This is an optimization exercise on Yosys and OpenROAD, whose aim is small area, a short achievable clock period and few clock cycles per item, not a production implementation. Function was checked by simulation only, so behaviour that the tests miss may differ from the original.

## v6
Design Viterbi, start of the top module:
module Viterbi (clk, reset, in_valid, in_word, in_ready,
                out_valid, out_tag, out_last, error);
    input clk, reset;
    input in_valid;
    input [7:0] in_word;
    output in_ready;
    output reg out_valid;
    output reg [3:0] out_tag;
    output reg out_last;
    output reg error;
reg hv, sv;
reg [7:0] hw, sw;
wire pop;
assign in_ready = ~sv;
wire in_acc = in_valid & ~sv;
always @(posedge clk) begin
    if (!reset) begin
        hv <= 1'b0;
        sv <= 1'b0;
    end else begin
        if (sv) begin
            if (pop) begin hw <= sw; sv <= 1'b0; end
        end else if (hv) begin
            if (pop) begin
                hv <= in_acc;
                if (in_acc) hw <= in_word;
            end else if (in_acc) begin
                sw <= in_word; sv <= 1'b1;
            end
        end else if (in_acc) begin
            hw <= in_word; hv <= 1'b1;
        end
    end
end
reg [4:0] wcnt;                
reg [1:0] live;                
reg [3:0] b0;                  
localparam [3:0] A1 = 4'd5;   
reg [1:0] pos;                 
reg tok_started;
reg prev_k;
wire is_ff = (hw == 8'hff);
wire is_word = (hw < 8'd95);
wire mode_err = hv & ((is_word & (wcnt == 5'd16)) | (is_ff & (wcnt == 5'd0)) | (~is_ff & ~is_word));
wire mode_init = hv & is_word & (wcnt == 5'd0);
wire mode_norm = hv & is_word & (wcnt != 5'd0) & (wcnt != 5'd16);
wire mode_fin = hv & is_ff & (wcnt != 5'd0);
wire [15:0] slots;
Emission_rom erom (.word(hw[6:0]), .slots(slots));
wire v0 = slots[7], v1 = slots[15];
wire [3:0] a0 = slots[6:3];
wire [3:0] a1 = A1;
wire [3:0] b1 = A1;
wire [2:0] e0 = slots[2:0], e1 = slots[10:8];
wire [3:0] j0 = mode_init ? 4'd0 : b0;
wire nz00, nz01, nz10, nz11;
Transition_nz tz00 (.j(j0), .i(a0), .nz(nz00));
Transition_nz tz01 (.j(b1), .i(a0), .nz(nz01));
Transition_nz tz10 (.j(j0), .i(a1), .nz(nz10));
  ...
Size in the first run: ~4,500 cells after synthesis, about 470 flip-flops, roughly 19 I/O pins, ~42,000 um^2 of cells after synthesis.
Settings: LEC_CHECK=0, CAP_MARGIN=20, CORE_MARGIN=2, CORE_UTILIZATION=40, PLACE_DENSITY=0.6, SLEW_MARGIN=20, SYNTH_MEMORY_MAX_BITS=16384; clock period 22.0 ns.
run.sh (not shown) runs the stock make flow with config.mk's settings and CLKGATE_MAP_FILE= SYNTH_SCRIPT=/design/flow/synth_recipe.tcl, a recipe that flattens the netlist after the stock synthesis.
v6: no failed stages, no open violations at the end
Testbench counts of v6, summed over its fixed seeds: cycles 4,871, words 3,918.
Input-level comparison between v7 and v6:
==> flow/flow/run.sh (new file) <==
#!/bin/bash
# Standard ORFS layout (the standard.sh), with the post-CTS and post-route
# timing repair aiming for a setup slack of 16 ns at the design's clock period.
set -euo pipefail
bash standard.sh SETUP_SLACK_MARGIN=16 finish > flow_make.log 2>&1
==> flow/standard.sh (new file) <==
#!/bin/bash
# synth_recipe.tcl (not shown) runs the flow's synth.tcl, then flattens the netlist and writes it again
# the make line also repeats each setting of config.mk as NAME=value (left out here)
make -C /OpenROAD-flow-scripts/flow DESIGN_CONFIG=/design/flow/config.mk WORK_HOME=/design/flow/orfs CLKGATE_MAP_FILE= SYNTH_SCRIPT=/design/flow/synth_recipe.tcl "${@:-finish}"
removed: flow/run.sh
Results
Comparing v7 against v6, there is no change at all in number of flip-flops and latches. Against v6, v7 reports a sum of routed wire segments on met1 that is higher. Summary — cell depth of the worst flop-to-flop path, v7 relative to v6: lower, by about 3.2%. The arrival time at the worst endpoint reported for v7 is smaller than that of v6 by 1.26 ns. Delta (v7 minus v6): setup slack went up 1.31 ns; number of standard cells in the final layout excluding fillers picked up an extra 4.3%; number of clock buffers inserted by TritonCTS dropped 1. Looking at minimum clock period across v7 and v6, the one that comes out lower is v7.


Setup of 05-15:
Another version of the RTL of Viterbi (not shown whole).
Size: about 4400 cells after synthesis, roughly 540 flip-flops, ~43000 µm² of cells after synthesis.
==> flow/design.v (excerpt) <==
module Viterbi (clk, reset, in_valid, in_word, in_ready,
                out_valid, out_tag, out_last, error);
    input clk, reset;
    input in_valid;
    input [7:0] in_word;
    output in_ready;
    output reg out_valid;
    output reg [3:0] out_tag;
    output reg out_last;
    output reg error;
reg hv, sv;
reg [7:0] hw, sw;
reg rdy;                       
wire pop;
assign in_ready = rdy;
wire in_acc = in_valid & rdy;
wire sv_next = sv ? ~pop : (hv & ~pop & in_acc);
always @(posedge clk) begin
    if (!reset) begin
        hv <= 1'b0;
        sv <= 1'b0;
        rdy <= 1'b1;
    end else begin
        rdy <= ~sv_next;
        sv <= sv_next;
        if (sv) begin
            if (pop) hw <= sw;
        end else if (hv) begin
            if (pop) begin
                hv <= in_acc;
                if (in_acc) hw <= in_word;
            end else if (in_acc)
                sw <= in_word;
        end else if (in_acc) begin
            hw <= in_word; hv <= 1'b1;
        end
    end
end
reg [4:0] wcnt;                
reg [1:0] live;                
reg [3:0] b0;                  
localparam [3:0] A1 = 4'd5;   
reg [1:0] pos;                 
reg tok_started;
reg prev_k;
wire is_ff = (hw == 8'hff);
wire is_word = (hw < 8'd95);
wire mode_err = hv & ((is_word & (wcnt == 5'd16)) | (is_ff & (wcnt == 5'd0)) | (~is_ff & ~is_word));
wire mode_init = hv & is_word & (wcnt == 5'd0);
wire mode_norm = hv & is_word & (wcnt != 5'd0) & (wcnt != 5'd16);
wire mode_fin = hv & is_ff & (wcnt != 5'd0);
wire [15:0] slots;
Emission_rom erom (.word(hw[6:0]), .slots(slots));
wire v0 = slots[7], v1 = slots[15];
wire [3:0] a0 = slots[6:3];
wire [2:0] e0 = slots[2:0], e1 = slots[10:8];
wire [3:0] j0 = mode_init ? 4'd0 : b0;
wire nz00, nz01, nz10, nz11;
Transition_nz tz00 (.ji({j0, a0}), .nz(nz00));
Transition_nz tz01 (.ji({A1, a0}), .nz(nz01));
Transition_nz tz10 (.ji({j0, A1}), .nz(nz10));
  ...
clock: 22.0 ns
lec_check: 0
cap_margin: 50
core_margin: 2
core_utilization: 40
place_density: 0.6
slew_margin: 75
synth_memory_max_bits: 16384
Stock flow here: none of the scripts above is used.
Testbench counts of 05-15, summed over its fixed seeds: cycles 4,834, words 3,918.
Changes in 12-27 relative to 05-15:
==> flow/flow/run.sh (new file) <==
#!/bin/bash
# Own layout flow: the standard ORFS layout (standard.sh), with the timing
# repair steps (after floorplan, CTS and global route) aiming for a larger setup
# slack than 0 at the design's own clock period and constraints. If the
# finished layout comes within 3% of a max-slew or max-capacitance limit, the
# layout is made again with the next, smaller margin. Each attempt's make output
# is in flow_make_m<margin>.log and its ORFS logs and reports under
# orfs_m<margin>/ (the last attempt's stay in orfs/).
set -uo pipefail
MARGINS="16 15"
fits() {
  local r=orfs/reports/sky130hd/Viterbi/base/6_finish.rpt
  [[ -f $r && -f out/final.def ]] || return 1
  awk '
    /finish max_slew_check_slack_limit/ {getline; getline; s=$1}
    /finish max_capacitance_check_slack_limit/ {getline; getline; c=$1}
    END { exit !(s != "" && c != "" && s+0 >= 0.03 && c+0 >= 0.03) }' "$r"
}
last=""
for m in $MARGINS; do
  if [[ -n $last ]]; then
    mv orfs "orfs_m$last"
    rm -f out/final.def
  fi
  last=$m
  if bash standard.sh "SETUP_SLACK_MARGIN=$m" finish > "flow_make_m$m.log" 2>&1 && fits; then
    exit 0
  fi
done
[[ -f out/final.def ]]
==> flow/standard.sh (new file) <==
#!/bin/bash
# synth_recipe.tcl (not shown) runs the flow's synth.tcl, then flattens the netlist and writes it again
# the make line also repeats each setting of config.mk as NAME=value (left out here)
make -C /OpenROAD-flow-scripts/flow DESIGN_CONFIG=/design/flow/config.mk WORK_HOME=/design/flow/orfs CLKGATE_MAP_FILE= SYNTH_SCRIPT=/design/flow/synth_recipe.tcl "${@:-finish}"
removed: flow/run.sh
Findings:
Compared with 05-15, 12-27 shows count of placed standard cells in the final layout, fillers left out that has gone up slightly.
Cell depth of the worst setup path of 12-27 exceeds that of 05-15 by a few percent.
Overall global routing resource usage sits higher in 12-27 than in 05-15.
Summary of 12-27 over 05-15: share of cells above drive strength 1 went up by 3.8 points, first-pass GRT wire length went up by 0.83%.
Comparing 12-27 with 05-15, the area taken by flip-flops and latches came out essentially unchanged.
Summary — max-slew headroom at the worst pin, 12-27 relative to 05-15: higher, by 0.59 points.
12-27 vs 05-15: number of iterations in the first detailed-routing pass down in 12-27
Lower total non-filler cell area in the finished layout goes to 05-15 over 12-27.
12-27: routed length per placed instance higher than 05-15

[separate check: timing with driven ports]
How much do the figures lean on ideal ports? The routed layouts below were timed once more, with nothing changed but the port constraints.
Step 1: set_driving_cell puts a clkbuf_16 on clk and a buf_2 on each other input, an assumption about the parent block.
Step 2 moves the port delays by t, midway between the first and last clock arrival at a register: inputs arrive t later, outputs are due t later. That takes back most of the time a late clock gives input paths.
a / b / c = ideal ports / drivers / drivers and shift; a / b = the first two.
run	t, ns	setup slack, ns	worst setup path after step 2	worst slew at a driven data input, ns
v6	0.678	13.245 / 13.245 / 13.245	register to register	0.05
v7	0.671	14.558 / 14.558 / 14.558	register to register	0.06
05-15	0.701	15.028 / 15.028 / 15.028	register to register	0.05
12-27	0.718	15.745 / 15.745 / 15.738	input to register	0.04
After both steps every run listed still meets setup and hold. For 12-27, which loses most, drivers alone change the setup slack by 0.000 ns; drivers and shift together by -0.007 ns.
